Background: an optimization exercise with open tools, aiming at small area. Do not read the settings as production practice. The RTL was checked by simulation tests, not by an equivalence proof against the original design. Power figures rest on the tool's default switching activity, not on a simulated workload.

==> flow/design.v <==
`default_nettype none
module DRAM_READ #(parameter                             MAXBURST_LOG   = 4, 
                   parameter                             READNUM_SIZE   = 32,  
                   parameter                             DRAM_ADDRSPACE = 64,
                   parameter                             DRAM_DATAWIDTH = 512)
                  (input  wire                           CLK,
                   input  wire                           RST,
                   input  wire                           READ_REQ,
                   input  wire [DRAM_ADDRSPACE-1     :0] READ_INITADDR,
                   input  wire [READNUM_SIZE         :0] READ_NUM,
                   output wire [DRAM_DATAWIDTH-1     :0] READ_DATA,
                   output wire                           READ_DATAEN,
                   output wire                           READ_RDY,
                   input  wire [DRAM_DATAWIDTH-1     :0] AVALON_MM_READDATA,
                   input  wire                           AVALON_MM_READDATAVALID,
                   input  wire                           AVALON_MM_WAITREQUEST,
                   output wire [DRAM_ADDRSPACE-1     :0] AVALON_MM_ADDRESS,
                   output wire                           AVALON_MM_READ,
                   output wire                           AVALON_MM_WRITE,       
                   input  wire                           AVALON_MM_WRITEACK,    
                   output wire [DRAM_DATAWIDTH-1     :0] AVALON_MM_WRITEDATA,   
                   output wire [(DRAM_DATAWIDTH>>3)-1:0] AVALON_MM_BYTEENABLE,
                   output wire [MAXBURST_LOG         :0] AVALON_MM_BURSTCOUNT);
  localparam MAXBURST_NUM  = (1 << MAXBURST_LOG);
  localparam ACCESS_STRIDE = ((DRAM_DATAWIDTH>>3) << MAXBURST_LOG);
  reg [1:0]                         state;
  reg                               busy;
  reg [DRAM_ADDRSPACE-1:0]          address;
  reg                               read_request;
  reg [MAXBURST_LOG:0]              burstcount;
  reg [MAXBURST_LOG:0]              last_burstcount;
  reg [READNUM_SIZE-MAXBURST_LOG:0] burstnum;   
  always @(posedge CLK) begin
    if (RST) begin
      state           <= 0;
      busy            <= 0;
      address         <= 0;
      read_request    <= 0;
      burstcount      <= 0;
      last_burstcount <= 0;
      burstnum        <= 0;
    end else begin
      case (state)
        0: begin
          if (READ_REQ) begin
            state           <= 1;
            busy            <= 1;
            address         <= READ_INITADDR;
            last_burstcount <= (READ_NUM[MAXBURST_LOG-1:0] == 0) ? MAXBURST_NUM : {1'b0, READ_NUM[MAXBURST_LOG-1:0]};
            burstnum        <= (READ_NUM + (MAXBURST_NUM-1)) >> MAXBURST_LOG;
          end
        end
        1: begin
          state        <= 2;
          read_request <= 1;
          burstcount   <= (burstnum == 1) ? last_burstcount : MAXBURST_NUM;
        end
        2: begin
          if (!AVALON_MM_WAITREQUEST) begin
            state        <= (burstnum == 1) ? 0 : 1;
            busy         <= (burstnum != 1);
            address      <= address + ACCESS_STRIDE;
            read_request <= 0;
            burstnum     <= burstnum - 1;
          end
        end
      endcase
    end
  end
  assign READ_DATA            = AVALON_MM_READDATA;
  assign READ_DATAEN          = AVALON_MM_READDATAVALID;
  assign READ_RDY             = ~busy;
  assign AVALON_MM_ADDRESS    = address;
  assign AVALON_MM_READ       = read_request;
  assign AVALON_MM_WRITE      = 0;
  assign AVALON_MM_WRITEDATA  = 0;
  assign AVALON_MM_BYTEENABLE = {(DRAM_DATAWIDTH>>3){1'b1}};
  assign AVALON_MM_BURSTCOUNT = burstcount;
endmodule
module read(input  wire         clock,
            input  wire         resetn,
            input  wire [ 63:0] m_src_addr,       
            input  wire [ 31:0] m_input_index,    
            output wire [ 31:0] m_output_value,   
            output reg          m_ready_out,
            input  wire         m_valid_in,
            output reg          m_valid_out,
            input  wire         m_ready_in,
            input  wire [511:0] src_readdata,
            input  wire         src_readdatavalid,
            input  wire         src_waitrequest,
            output wire [ 31:0] src_address,
            output wire         src_read,
            output wire         src_write,
            input  wire         src_writeack,
            output wire [ 63:0] src_byteenable,
            output wire [  4:0] src_burstcount);
  localparam WIDTH            = 32;
  localparam ELEMS_PER_ACCESS = (512/WIDTH);
  wire              CLK;
  wire              RST;
  wire              start;
  reg  [ 31:0]      cycle;
  reg               finish;
  reg  [WIDTH-1:0]  check_value;
  reg               is_error;
  reg               returned;
  reg  [  1:0]      state;
  reg               request;
  reg  [ 31:0]      init_raddr;
  reg  [ 31:0]      datanum;
  wire [511:0]      dot;
  wire [511:0]      unused_writedata;   
  wire              doten;
  wire              ready;
  assign CLK            = clock;
  assign RST            = ~resetn;
  assign start          = &{m_ready_out, m_valid_in};
  assign m_output_value = (~is_error) ? cycle : 0;
  DRAM_READ #(4, 31, 32, 512)
  dram_read(CLK,
            RST, 
            request,
            init_raddr,
            datanum, 
            dot,
            doten,
            ready,
            src_readdata,
            src_readdatavalid,
            src_waitrequest,
            src_address,
            src_read,
            src_write,
            src_writeack,
            unused_writedata,
            src_byteenable,
            src_burstcount);
  always @(posedge CLK) begin
    if (RST || start) begin
      cycle  <= 0;
      finish <= 0;
    end else begin
      if (!finish)                  cycle  <= cycle + 1;
      if (&{(datanum == 1), doten}) finish <= 1;
    end
  end
  always @(posedge CLK) begin
    if      (RST || start) check_value <= 1;
    else if (doten)        check_value <= check_value + ELEMS_PER_ACCESS;
  end
  always @(posedge CLK) begin
    if      (RST || start)                              is_error <= 0;
    else if (&{(dot[WIDTH-1:0] != check_value), doten}) is_error <= 1;
  end
  always @(posedge CLK) begin
    if (RST) begin
      returned    <= 0;
      m_ready_out <= 1;
      m_valid_out <= 0;
    end else if (start) begin
      returned    <= 0;
      m_ready_out <= 0;
      m_valid_out <= 0;
    end else begin
      if (&{m_valid_out, m_ready_in}) begin
        returned    <= 1;
        m_ready_out <= 1; 
        m_valid_out <= 0; 
      end else begin
        m_valid_out <= (&{finish, ~returned}); 
      end
    end
  end
  always @(posedge CLK) begin
    if (RST) begin
      state      <= 0;
      request    <= 0;
      init_raddr <= 0;
      datanum    <= 0;
    end else begin
      case (state)
        0: begin
          if (start) begin
            state      <= 1;
            request    <= 1;
            init_raddr <= m_src_addr;
            datanum    <= (m_input_index + (ELEMS_PER_ACCESS-1)) >> 4;   
          end
        end
        1: begin
          state   <= 2;
          request <= 0;
        end
        2: begin
          if (finish) state   <= 0;
          if (doten)  datanum <= datanum - 1;
        end
      endcase
    end
  end
endmodule
`default_nettype wire
==> flow/run.sh <==
#!/bin/bash
# synth_recipe.tcl (not shown) runs the flow's synth.tcl, then flattens the netlist and writes it again
# the make line also repeats each setting of config.mk as NAME=value (left out here)
make -C /OpenROAD-flow-scripts/flow DESIGN_CONFIG=/design/flow/config.mk WORK_HOME=/design/flow/orfs CLKGATE_MAP_FILE= SYNTH_SCRIPT=/design/flow/synth_recipe.tcl finish
==> flow/config.mk <==
export PLATFORM = sky130hd
export DESIGN_NAME = read
export DESIGN_NICKNAME = read
export VERILOG_FILES = /design/flow/design.v
export SDC_FILE = /design/flow/constraint.sdc
export NUM_CORES = 4
export LEC_CHECK = 0
export CAP_MARGIN = 20
export CORE_AREA = 5 5 295 295
export DIE_AREA = 0 0 300 300
export SLEW_MARGIN = 20
==> flow/constraint.sdc <==
create_clock -name core_clock -period 4.0 [get_ports {clock}]
set_input_delay 0.8000 -clock core_clock [delete_from_list [all_inputs] [get_ports {clock}]]
set_output_delay 0.8000 -clock core_clock [all_outputs]
set_load 0.01 [all_outputs]
==> results.py <==
metrics = {
    "route": {
        "drcViolationCount": 0,
        "via_count": 11660,
        "via_per_inst": 4.14,
        "drtPass1Iterations": 7,
        "count_of_nets_left_with_antenna_violations_after_detail_routing": 0,
        "drt-wirelength-per-cell_um": 14.5,
        "first_iter_violations": 576,
        "wl_um": 40800,
    },
    "floorplanning": {
        "die_w_um": 300,
        "initial_core_util_pct": 14.5,
        "top_level_ports": 752,
        "die_area_um2": 90000,
        "placement_rows": 106,
        "core_area_um2": 83600,
        "fp.dieH_um": 300,
    },
    "power_and_ir_drop": {
        "peak_ir_drop_on_the_vdd_network_v": 0.000297,
        "power_leakage_nw": 5.17,
        "power.density_nw_per_um2": 562,
    },
    "clocking": {
        "clock_tree.htree_level_count": 1,
        "cts_inserted_buffers": 27,
        "worstSkewPairLatency_ns": 0.56,
        "cts_repair_resize_count": 0,
        "clk_path_buf_depth": 3,
        "post_cts_setup_inserts": 0,
        "tritoncts": "built",
        "cts_hold_repair.buffers": 0,
        "numClockSinks": 205,
        "clk_pin_slew_worst_paths_ns": 0.06,
        "cts_root_buffer": "clkbuf_16",
    },
    "global_route": {
        "first_global_vias": 10809,
        "grt_use_total_pct": 8.55,
        "grt_max_degree": 47,
        "grt_antenna_before_repair": 13,
        "grt_first_pass_wirelength_um": 62500,
        "global_route.overflow_total": 0,
    },
    "synth": {
        "synthTopCellsByCount": "dfxtp_1, nand2_1, nor2_1, a21oi_1, clkbuf_1",
        "synthArstFlopShare_pct": 0,
        "post_synthesis_mux_area_share_pct": 0.660,
        "syn-mean-instance-area_um2": 7.68,
        "ys_dominant_reg_cell": "dfxtp_1",
        "post_synth_simple_gate_area_pct": 28.4,
        "synth.top_cell.area_share_pct": 33.8,
        "yosys_warnings": 2,
        "dominant_combinational_cell_family_by_area_after_synthesis": "simple AND/OR/NAND/NOR gates",
        "yosysMostFrequentCell": "dfxtp_1",
        "synth.distinct_cells": 75,
        "yosysSeqAreaShare_pct": 33.8,
        "synth_adder_area_share_pct": 1.24,
        "synth-compound-area-share_pct": 19.0,
        "synth.cell_area_um2": 12100,
        "synth_enable_flop_cells": 0,
        "syn_inst": 1579,
        "synth-xor-area-share_pct": 8.09,
        "yosys_reg_bits": 205,
        "synth_top_cells_by_area": "dfxtp_1, nand2_1, a21oi_1",
        "synth.largest_area_cell": "dfxtp_1",
    },
    "timing": {
        "timing.final.crit_period_ns": 2.77,
        "finalCritPeriodShare_pct": 69.1,
        "worst_slew_margin_rel_pct": 33.2,
        "finalMaxSlewViolations": 0,
        "grt_setup_unrepaired": "no",
        "timing.fmax_mhz": 362,
        "hold_violations": 0,
        "fin_setup_tns_ns": 0,
        "worstMarginPinSlew_ns": 0.998,
        "skew_ns": 0.0142,
        "timing.final.setup_violations": 0,
    },
    "run": {
        "cap_violations": 0,
    },
    "layout": {
        "postLayoutCoreUtil_pct": 18.8,
        "fin_nets": 2332,
        "areaGrowthSynthToFinish_pct": 29.8,
        "drive_gt1_share_pct": 7.01,
    },
    "critical_path": {
        "timing.critical_path.arrival_ns": 3.27,
        "crit_path_cell_trace": "clkdlybuf4s50_1, nand3_1, or3_1, or4_1, a21oi_1, o31a_1",
        "cp_num_buf_inv": 1,
        "crit_fanout": 18,
        "worst_setup_path_end_kind": "register",
        "setup.worst_path.class": "in -> reg",
        "cp_slowest_cell": "or3_1",
        "cell_family_with_the_largest_share_of_critical_path_delay": "simple AND/OR/NAND/NOR gates",
        "startpoint_type": "input pin",
        "cp.required_ns": 4.50,
        "critPathMaxStageDelay_ns": 0.65,
    },
    "place": {
        "io_buffers": 173,
        "dp_hpwl_um": 30300,
        "final_weighted_congestion_in_routability_driven_placement": 0.784,
    },
    "min_path": {
        "type_of_the_most_critical_hold_path": "reg -> reg",
    },
    "status": {
        "outcome": "complete, no violations",
    },
}
[flip-flops by register name, indices dropped and copies added, names as in the netlist, 2 cells and up]
signal,cells
init_raddr,32
dram_read.burstcount,5
dram_read.state,2
cycle,32
dram_read.burstnum,28
dram_read.last_burstcount,5
check_value,28
datanum,32
dram_read.address,32
state,2
[where the power goes]
group          switching [mW]  internal (mW)
Clock                    1.01           1.54
Sequential              0.444           2.36
Combinational            2.21           1.28
[routing by layer]
layer	share of wire [%]	wire [µm]	vias to the layer above	global-route usage, %
met1	44	18100	5432	11.1
met2	46	18800	335	14.0
met5	0.13	55	-	0
li1	-	-	5832	-
met3	7.2	2950	53	2.41
met4	2.2	892	8	2.10
[final cells by class]
type,instances,area (µm²)
flip-flops and latches,205,4100
well taps,1080,1350
inverters,34,129
clock inverters,12,128
diodes,8,20.0
fillers,9431,67800
multi-input cells,1231,7230
repair buffers,206,1970
clock buffers,38,807
[per-stage QoR]
stage                     std cells  setup slack, ns  area (µm²)  power [mW]  hold WS [ns]
after floorplan                1642             1.59       12400        5.14         0.420
after global placement         2755            0.660       14800        6.31         0.432
after detailed placement       2755            0.645       14800        6.32         0.442
after CTS                      2805             1.11       15700        8.95         0.453
after global routing           2808             1.07       15700        9.43         0.469
final                          2814             1.23       15700        8.85         0.450
[cell usage in the layout (no fill, tap or decap), types with 8 or more instances in the layout]
cell type,instances
dfxtp_1,205
nand2_1,180
clkdlybuf4s50_1,172
nor2_1,131
a21oi_1,126
o21ai_0,81
conb_1,65
xor2_1,64
nand4_1,59
nand3_1,57
xnor2_1,48
nor3_1,48
nor4_1,45
inv_1,33
buf_4,32
nor2b_1,30
a31oi_1,27
clkbuf_16,27
or3_1,24
and3_1,21
or4_1,17
o31a_1,15
ha_1,12
and4_1,11
a211oi_1,10
a21o_1,9
o21a_1,9
clkbuf_8,9
diode_2,8
mux2i_1,8
[cell families (layout without fill, tap and decap cells)]
kind of cell | Yosys count | count (layout)
AO/OA/AOI/OAI | 365 | 365
XOR/XNOR | 112 | 112
adder cells (fa/ha/maj) | 12 | 12
buffers and inverters | 206 | 290
flip-flops | 205 | 205
multiplexers | 8 | 8
other | 2 | 73
AND/OR/NAND/NOR | 669 | 669
[final timing paths]
path | startpoint | endpoint | slack, ns | depth (start not counted)
max | m_input_index[8] | datanum[20] | 1.23 | 6
max reg2reg | datanum[1] | dram_read.burstnum[18] | 1.39 | 8
min | is_error | is_error | 0.45 | 2
min reg2reg | is_error | is_error | 0.45 | 2
[worst min-delay path: cells and delay by family, from the launching register on]
kind,cells,cell delay [ns]
compound gates,1,0.05
buf+inv,1,0.05
flops,1,0.31

==> static timing again, ports no longer ideal <==
No port has a modelled driver above. Below, the same layout with a new extraction and two added sets of constraints.
Step 1 sets driving cells, clkbuf_16 on the clock port and buf_2 on the other inputs (assumed; they add their load-dependent delay and slew).
Step 2, shift: input delay + t, output delay - t, t = (earliest + latest rising clock arrival at the registers) / 2. This alone moves slack from input paths to output paths.
Slacks: ideal / step 1 / step 2; pairs: ideal / step 1.
t, ns: 0.614
slack for setup (ns): 1.235 / 1.175 / 0.617
worst hold slack (ns): 0.450 / 0.450 / 0.450
After both steps this run still meets setup and hold. The setup slack of this run moves by -0.060 ns with the drivers and by -0.618 ns with both steps.
